Context: an optimization exercise on an open-source flow, tuned for small area, a short achievable clock period and few clock cycles per item. The choices shown serve that exercise and are no tape-out recipe. Where RTL was checked, it was by simulation tests only, not by an equivalence proof against the original. Power is estimated from default activity; no workload was simulated. The flow treats the clock pin as an ideal source, which a real chip does not have.

==> inputs of 02-08 <==
Design fft_computer, start of the top module:
module fft_computer(
input        i_clk,
input        i_rst_n,
input        i_data_valid,
input [31:0] i_data,
output       o_data_ready,
output       o_data_valid,
output [31:0]o_data,
input        i_data_ready
);
localparam MW = 92;      
wire        acc, win, ld;
wire [31:0] tap, head, sum;
wire [MW-1:0] m_d;
reg  [31:0]   x;         
reg           v1, w1;
reg  [MW-1:0] m;         
reg           v2, w2;
reg  [31:0]   out_r;
output_ctrl ctrl (
    .i_clk(i_clk),
    .i_rst_n(i_rst_n),
    .i_data_valid(i_data_valid),
    .o_data_ready(o_data_ready),
    .o_acc(acc),
    .o_win(win),
    .o_ld(ld),
    .o_data_valid(o_data_valid),
    .i_data_ready(i_data_ready),
    .i_wr_sum(v2 & w2)
);
power_tree_a tree_a (
    .x(x),
    .p0(w1 ? tap : 32'd0),
    .m(m_d)
);
power_tree_b tree_b (
    .m(m),
    .p(sum)
);
output_fifo store (
    .i_clk(i_clk),
    .i_wr(v2),
    .i_wr_data(sum),
    .o_tap_pre(tap),
    .o_head(head)
);
always @(posedge i_clk)
begin
    x  <= i_data;
    w1 <= win;
    m  <= m_d;
    w2 <= w1;
    if(ld)
        out_r <= head;
end
always @(posedge i_clk)
begin
    if(!i_rst_n)
    begin
        v1 <= 1'b0;
        v2 <= 1'b0;
    end
    else
    begin
        v1 <= acc;
        v2 <= v1;
    end
end
assign o_data = out_r;
endmodule
==> module output_fifo, before the edit <==
module output_fifo #(
  parameter NPOINTS = 64
)(
  input         i_clk,
  input         i_wr,         
  input  [31:0] i_wr_data,
  output [31:0] o_tap_pre,    
  output [31:0] o_head        
);
reg [32*NPOINTS-1:0] sr;
assign o_tap_pre = sr[32*(NPOINTS-1)-1 -: 32];
assign o_head    = sr[31:0];
always @(posedge i_clk)
    sr <= {sr[32*(NPOINTS-1)-1:0], i_wr ? i_wr_data : sr[32*NPOINTS-1 -: 32]};
endmodule
==> module fft_computer, before the edit <==
module fft_computer(
input        i_clk,
input        i_rst_n,
input        i_data_valid,
input [31:0] i_data,
output       o_data_ready,
output       o_data_valid,
output [31:0]o_data,
input        i_data_ready
);
localparam MW = 92;      
wire        acc, win, ld;
wire [31:0] tap, head, sum;
wire [MW-1:0] m_d;
reg  [31:0]   x;         
reg           v1, w1;
reg  [MW-1:0] m;         
reg           v2, w2;
reg  [31:0]   out_r;
output_ctrl ctrl (
    .i_clk(i_clk),
    .i_rst_n(i_rst_n),
    .i_data_valid(i_data_valid),
    .o_data_ready(o_data_ready),
    .o_acc(acc),
    .o_win(win),
    .o_ld(ld),
    .o_data_valid(o_data_valid),
    .i_data_ready(i_data_ready),
    .i_wr_sum(v2 & w2)
);
power_tree_a tree_a (
    .x(x),
    .p0(w1 ? tap : 32'd0),
    .m(m_d)
);
power_tree_b tree_b (
    .m(m),
    .p(sum)
);
output_fifo store (
    .i_clk(i_clk),
    .i_wr(v2),
    .i_wr_data(sum),
    .o_tap_pre(tap),
    .o_head(head)
);
always @(posedge i_clk)
begin
    x  <= i_data;
    w1 <= win;
    m  <= m_d;
    w2 <= w1;
    if(ld)
        out_r <= head;
end
always @(posedge i_clk)
begin
    if(!i_rst_n)
    begin
        v1 <= 1'b0;
        v2 <= 1'b0;
    end
    else
    begin
        v1 <= acc;
        v2 <= v1;
    end
end
assign o_data = out_r;
endmodule
==> flow/config.mk <==
export PLATFORM = sky130hd
export DESIGN_NAME = fft_computer
export DESIGN_NICKNAME = fft_computer
export VERILOG_FILES = /design/flow/design.v
export SDC_FILE = /design/flow/constraint.sdc
export NUM_CORES = 4
export LEC_CHECK = 0
export CAP_MARGIN = 20
export CORE_MARGIN = 2
export CORE_UTILIZATION = 45
export CTS_BUF_LIST = sky130_fd_sc_hd__clkbuf_16
export CTS_CLUSTER_DIAMETER = 70
export CTS_CLUSTER_SIZE = 32
export SLEW_MARGIN = 20
export SYNTH_MEMORY_MAX_BITS = 65536
==> flow/constraint.sdc <==
create_clock -name core_clock -period 10.0 [get_ports {i_clk}]
set_input_delay 2.0000 -clock core_clock [delete_from_list [all_inputs] [get_ports {i_clk}]]
set_output_delay 2.0000 -clock core_clock [all_outputs]
set_load 0.01 [all_outputs]
standard.sh (not shown) runs the stock make flow with config.mk's settings and CLKGATE_MAP_FILE= SYNTH_SCRIPT=/design/flow/synth_recipe.tcl, a recipe that flattens the netlist after the stock synthesis.
==> flow/flow/run.sh <==
#!/bin/bash
# The standard layout (standard.sh), with timing repair aimed at a
# setup slack of SETUP_SLACK_MARGIN ns instead of 0 at the same clock period.
set -euo pipefail
bash standard.sh SETUP_SLACK_MARGIN=6.5 finish > make.log 2>&1
==> 08-25: changes against 02-08 <==
--- a/flow/design.v
+++ b/flow/design.v
@@ -3,6 +3,5 @@
 )(
   input         i_clk,
-  input         i_wr,         
-  input  [31:0] i_wr_data,
+  input  [31:0] i_wr_data,    
   output [31:0] o_tap_pre,    
   output [31:0] o_head        
@@ -12,5 +11,5 @@
 assign o_head    = sr[31:0];
 always @(posedge i_clk)
-    sr <= {sr[32*(NPOINTS-1)-1:0], i_wr ? i_wr_data : sr[32*NPOINTS-1 -: 32]};
+    sr <= {sr[32*(NPOINTS-1)-1:0], i_wr_data};
 endmodule
 module power_tree_a(
@@ -893,5 +892,5 @@
 power_tree_a tree_a (
     .x(x),
-    .p0(w1 ? tap : 32'd0),
+    .p0((v1 & ~w1) ? 32'd0 : tap),
     .m(m_d)
 );
@@ -902,5 +901,4 @@
 output_fifo store (
     .i_clk(i_clk),
-    .i_wr(v2),
     .i_wr_data(sum),
     .o_tap_pre(tap),
@@ -909,5 +907,5 @@
 always @(posedge i_clk)
 begin
-    x  <= i_data;
+    x  <= acc ? i_data : 32'd0;
     w1 <= win;
     m  <= m_d;
==> flow/flow/run.sh (replaced) <==
#!/bin/bash
# The standard layout (standard.sh) at the same clock period, with
# timing repair aimed at a setup slack of SETUP_SLACK_MARGIN ns instead of 0
# and the port buffers started as buf_2 (repair may resize them).
set -euo pipefail
bash standard.sh SETUP_SLACK_MARGIN=7.3 "BUFFER_PORTS_ARGS=-buffer_cell sky130_fd_sc_hd__buf_2" finish > make.log 2>&1
Settings changed: CORE_UTILIZATION 45 to 60, CTS_CLUSTER_DIAMETER 70 to 80, CTS_CLUSTER_SIZE 32 to 36.
==> 07-10: changes against 02-08 <==
==> flow/run.sh (new file) <==
#!/bin/bash
# synth_recipe.tcl (not shown) runs the flow's synth.tcl, then flattens the netlist and writes it again
# the make line also repeats each setting of config.mk as NAME=value (left out here)
make -C /OpenROAD-flow-scripts/flow DESIGN_CONFIG=/design/flow/config.mk WORK_HOME=/design/flow/orfs CLKGATE_MAP_FILE= SYNTH_SCRIPT=/design/flow/synth_recipe.tcl finish
Settings changed: CTS_BUF_LIST sky130_fd_sc_hd__clkbuf_16 to default, CTS_CLUSTER_DIAMETER 70 to default, CTS_CLUSTER_SIZE 32 to default.
removed: flow/flow/run.sh
removed: flow/standard.sh
==> 06-09: changes against 02-08 <==
--- a/flow/design.v
+++ b/flow/design.v
@@ -3,6 +3,5 @@
 )(
   input         i_clk,
-  input         i_wr,         
-  input  [31:0] i_wr_data,
+  input  [31:0] i_wr_data,    
   output [31:0] o_tap_pre,    
   output [31:0] o_head        
@@ -12,5 +11,5 @@
 assign o_head    = sr[31:0];
 always @(posedge i_clk)
-    sr <= {sr[32*(NPOINTS-1)-1:0], i_wr ? i_wr_data : sr[32*NPOINTS-1 -: 32]};
+    sr <= {sr[32*(NPOINTS-1)-1:0], i_wr_data};
 endmodule
 module power_tree_a(
@@ -893,5 +892,5 @@
 power_tree_a tree_a (
     .x(x),
-    .p0(w1 ? tap : 32'd0),
+    .p0((v1 & ~w1) ? 32'd0 : tap),
     .m(m_d)
 );
@@ -902,5 +901,4 @@
 output_fifo store (
     .i_clk(i_clk),
-    .i_wr(v2),
     .i_wr_data(sum),
     .o_tap_pre(tap),
@@ -909,5 +907,5 @@
 always @(posedge i_clk)
 begin
-    x  <= i_data;
+    x  <= acc ? i_data : 32'd0;
     w1 <= win;
     m  <= m_d;
==> flow/flow/run.sh (replaced) <==
#!/bin/bash
# The standard layout (standard.sh) at the same clock period, with
# timing repair aimed at a setup slack of SETUP_SLACK_MARGIN ns instead of 0
# and the port buffers started as buf_2 (repair may resize them).
set -euo pipefail
bash standard.sh SETUP_SLACK_MARGIN=7.0 "BUFFER_PORTS_ARGS=-buffer_cell sky130_fd_sc_hd__buf_2" finish > make.log 2>&1
Settings changed: CTS_CLUSTER_DIAMETER 70 to 80, CTS_CLUSTER_SIZE 32 to 36.
==> comparison <==
- Via count, highest first: 07-10, 08-25, 02-08, 06-09.
- The highest sequential share of layout area belongs to 02-08, the lowest to 07-10.
- Between 02-08 and 06-09, the lower clock power is in 06-09 (gap about 10%, measured against 06-09).
- In 06-09 the sequential power is higher than in 02-08, by about 7%.
- Maximum frequency: 07-10 < 02-08 < 06-09 < 08-25.
- First-iteration DRC count: 06-09 > 07-10 > 02-08 > 08-25.
==> figures <==
quantity	06-09	07-10	02-08	08-25
Area inside the core boundary	0.122 mm^2	0.123 mm^2	0.123 mm^2	0.0914 mm^2
Via count of the first global-routing pass	22.4k	24.2k	22.7k	24.0k
Slowest CP cell	sky130_fd_sc_hd__edfxtp_1	sky130_fd_sc_hd__clkdlybuf4s50_1	sky130_fd_sc_hd__edfxtp_1	sky130_fd_sc_hd__edfxtp_1
Worst stage delay on the critical path	0.46 ns	0.60 ns	0.56 ns	0.45 ns
Post-Synthesis Mean Instance Area	15.8 um^2	15.8 um^2	15.8 um^2	15.8 um^2
Flop-to-flop setup slack	6.77 ns	6.27 ns	6.63 ns	6.82 ns
Pre-antenna DRT Iters	4	5	5	5
Clock power frac	0.252	0.367	0.264	0.237
Outcome	finished clean	finished clean	finished clean	finished clean
Fraction of area in clock buffers and inverters	0.0416	0.102	0.0504	0.0365
Met1 Wirelength	41300 um	40400 um	39900 um	39100 um
Power density of the placed cells	272 mW/mm^2	312 mW/mm^2	283 mW/mm^2	268 mW/mm^2
Area occupied by multi-input gates	0.00996 mm^2	0.00964 mm^2	0.00967 mm^2	0.0105 mm^2
Worst-case setup margin in the final layout	6.68 ns	6.13 ns	6.57 ns	6.71 ns
Testbench counts of 08-25, summed over its fixed seeds: cycles 8,224, items 4,096.
Testbench counts of 06-09, summed over its fixed seeds: cycles 8,224, items 4,096.
For 02-08 and 07-10, only the layout was checked, not whether the RTL still works.

---

==> inputs of v15 <==
Another version of the RTL of fft_computer (not shown whole).
export LEC_CHECK = 0
export CAP_MARGIN = 20
export CORE_MARGIN = 2
export CORE_UTILIZATION = 60
export CTS_BUF_LIST = sky130_fd_sc_hd__clkbuf_16
export CTS_CLUSTER_DIAMETER = 70
export CTS_CLUSTER_SIZE = 34
export PLACE_DENSITY = 0.72
export SLEW_MARGIN = 20
export SYNTH_MEMORY_MAX_BITS = 65536
create_clock -name core_clock -period 10.0 [get_ports {i_clk}]
==> flow/flow/run.sh <==
#!/bin/bash
# The standard layout (standard.sh) at the same clock period, with:
# - timing repair aimed at a setup slack of SETUP_SLACK_MARGIN ns instead of 0,
# - port buffers started as buf_2 (repair may resize them),
# - clock tree synthesis without dummy load cells.
set -euo pipefail
CTS="-sink_clustering_enable -repair_clock_nets -sink_clustering_size 34 -sink_clustering_max_diameter 70 -buf_list sky130_fd_sc_hd__clkbuf_16 -dont_use_dummy_load"
bash standard.sh SETUP_SLACK_MARGIN=7.0 "BUFFER_PORTS_ARGS=-buffer_cell sky130_fd_sc_hd__buf_2" "CTS_ARGS=$CTS" finish > make.log 2>&1
==> inputs of v30, as changes to v15 <==
- CORE_UTILIZATION: 60 -> 65
- PLACE_DENSITY: 0.72 -> not set
==> impl_results.md <==
* Status: complete, no violations
* Non-Filler Instances at between 4000 and 5000
* Total power at 16.0 mW
* # fillers at around 5000
* Seq area share at roughly 73%
* Power per cell area at 277 mW/mm2
* Clock net power at 3.63 mW
* Setup Skew at 138 ps
* RR Startpoint: x[3]
* Post-route cell area at 0.0579 mm2
* Layout non-clock buf frac at under 10%
* Worst-margin pin slew at 828 ps
* Initial Utilization at 65.9%
Source of the figures above: v30

==> impl_results.md <==
* Drt total wl at about 83000 um
* Non-Filler Instances at roughly 4700
* # fillers at 5891
* Layout non-clock buf frac at under 10%
* Non-clock buffers at 192
* Status: complete, no violations
* Worst EP arrival at 1320 ps
* RR Startpoint: x[13]
* Total power at between 15 and 20 mW
* Seq area share at between 70 and 80%
* Most common cell in the netlist: dfxtp_1
* Power per cell area at 275 mW/mm2
* Top post-synthesis cells by count: dfxtp_1 (2033), inv_1 (265), fa_1 (223)
* Initial Utilization at 60.4%
* Largest net degree at the start of global routing at 35
* Core area at slightly below 0.09 mm2
* Setup Skew at approximately 100 ps
Source of the figures above: v15

Testbench counts of v15, summed over its fixed seeds: cycles 8,224, items 4,096.
Testbench counts of v30, summed over its fixed seeds: cycles 8,224, items 4,096.

---

==> run M <==
RTL: one of the versions met above, not the one the previous note started from.
==> flow/config.mk <==
export PLATFORM = sky130hd
export DESIGN_NAME = fft_computer
export DESIGN_NICKNAME = fft_computer
export VERILOG_FILES = /design/flow/design.v
export SDC_FILE = /design/flow/constraint.sdc
export NUM_CORES = 4
export LEC_CHECK = 0
export CAP_MARGIN = 20
export CORE_MARGIN = 2
export CORE_UTILIZATION = 45
export CTS_BUF_LIST = sky130_fd_sc_hd__clkbuf_8
export CTS_CLUSTER_DIAMETER = 60
export CTS_CLUSTER_SIZE = 18
export SLEW_MARGIN = 20
export SYNTH_MEMORY_MAX_BITS = 65536
==> flow/constraint.sdc <==
create_clock -name core_clock -period 10.0 [get_ports {i_clk}]
set_input_delay 2.0000 -clock core_clock [delete_from_list [all_inputs] [get_ports {i_clk}]]
set_output_delay 2.0000 -clock core_clock [all_outputs]
set_load 0.01 [all_outputs]
==> flow/flow/run.sh <==
#!/bin/bash
# The standard layout (standard.sh), with timing repair aimed at a
# setup slack of SETUP_SLACK_MARGIN ns instead of 0 at the same clock period.
set -euo pipefail
bash standard.sh SETUP_SLACK_MARGIN=6.0 finish > make.log 2>&1
==> run X (differences from run M) <==
--- a/flow/design.v
+++ b/flow/design.v
@@ -4,4 +4,3 @@
   input         i_clk,
-  input         i_wr,         
-  input  [31:0] i_wr_data,
+  input  [31:0] i_wr_data,    
   output [31:0] o_tap_pre,    
@@ -13,3 +12,3 @@
 always @(posedge i_clk)
-    sr <= {sr[32*(NPOINTS-1)-1:0], i_wr ? i_wr_data : sr[32*NPOINTS-1 -: 32]};
+    sr <= {sr[32*(NPOINTS-1)-1:0], i_wr_data};
 endmodule
@@ -894,3 +893,3 @@
     .x(x),
-    .p0(w1 ? tap : 32'd0),
+    .p0((v1 & ~w1) ? 32'd0 : tap),
     .m(m_d)
@@ -903,3 +902,2 @@
     .i_clk(i_clk),
-    .i_wr(v2),
     .i_wr_data(sum),
@@ -910,3 +908,3 @@
 begin
-    x  <= i_data;
+    x  <= acc ? i_data : 32'd0;
     w1 <= win;
==> flow/flow/run.sh (replaced) <==
#!/bin/bash
# The standard layout (standard.sh) at the same clock period, with
# timing repair aimed at a setup slack of SETUP_SLACK_MARGIN ns instead of 0
# and the port buffers started as buf_2 (repair may resize them).
set -euo pipefail
bash standard.sh SETUP_SLACK_MARGIN=7.0 "BUFFER_PORTS_ARGS=-buffer_cell sky130_fd_sc_hd__buf_2" finish > make.log 2>&1
--- a/flow/config.mk
+++ b/flow/config.mk
@@ -9,6 +9,6 @@
 export CORE_MARGIN = 2
-export CORE_UTILIZATION = 45
-export CTS_BUF_LIST = sky130_fd_sc_hd__clkbuf_8
-export CTS_CLUSTER_DIAMETER = 60
-export CTS_CLUSTER_SIZE = 18
+export CORE_UTILIZATION = 65
+export CTS_BUF_LIST = sky130_fd_sc_hd__clkbuf_16
+export CTS_CLUSTER_DIAMETER = 70
+export CTS_CLUSTER_SIZE = 32
 export SLEW_MARGIN = 20
==> comparison <==
- Run M finished clean. Run X completed without violations.
- In run X the non-clock buffer count is higher than in run M, by 64.
- In run M the final cell count is higher than in run X, by 12%.
- Against run X, the sequential power of run M is smaller by about 8%.
- Between run M and run X, the lower first-iteration DRC count is in run X (gap about 5%, measured against run X).
- In run X the core utilization is higher than in run M, by 23 points.
- Between run X and run M, the lower wire length is in run M (gap about 12%, measured against run M).
Testbench counts of run X, summed over its fixed seeds: cycles 8,224, items 4,096.
Only the layout flow was run in run M; the RTL was not checked for function there.

-- static timing again, ports no longer ideal --
In the flow no input, the clock included, has a driving cell. The finished layouts below were timed again as built, in two steps. Step 1 assumes that a clkbuf_16 drives the clock port and a buf_2 every other input. Step 2 adds t to the input delays and takes it off the output delays; t is the mean of the earliest and latest rising clock arrival at the registers after step 1. Input paths then give back, and output paths get back, about the clock's delay inside the block. Three values: ideal ports, drivers, drivers and shift; two values: the first two.
run | t, ns | setup slack, ns | slew at the worst register clock pin (ns) | worst data-port slew with drivers (ns) | pins driven straight from the clock port
02-08 | 0.750 | 6.570 / 6.500 / 6.059 | 0.11 / 0.11 | 0.11 | 1
08-25 | 0.732 | 6.706 / 6.640 / 6.420 | 0.12 / 0.12 | 0.04 | 1
07-10 | 0.869 | 6.130 / 6.057 / 5.722 | 0.07 / 0.07 | 0.10 | 1
06-09 | 0.746 | 6.683 / 6.612 / 6.427 | 0.12 / 0.12 | 0.06 | 1
v15 | 0.684 | 6.675 / 6.612 / 6.492 | 0.12 / 0.12 | 0.04 | 1
v30 | 0.686 | 6.684 / 6.634 / 6.502 | 0.12 / 0.12 | 0.05 | 1
run M | 0.938 | 6.168 / 6.102 / 5.713 | 0.11 / 0.11 | 0.11 | 1
run X | 0.724 | 6.615 / 6.550 / 6.396 | 0.12 / 0.12 | 0.12 | 1
After both steps every run listed still meets setup and hold. For 02-08, which loses most, drivers alone change the setup slack by -0.070 ns; drivers and shift together by -0.511 ns.
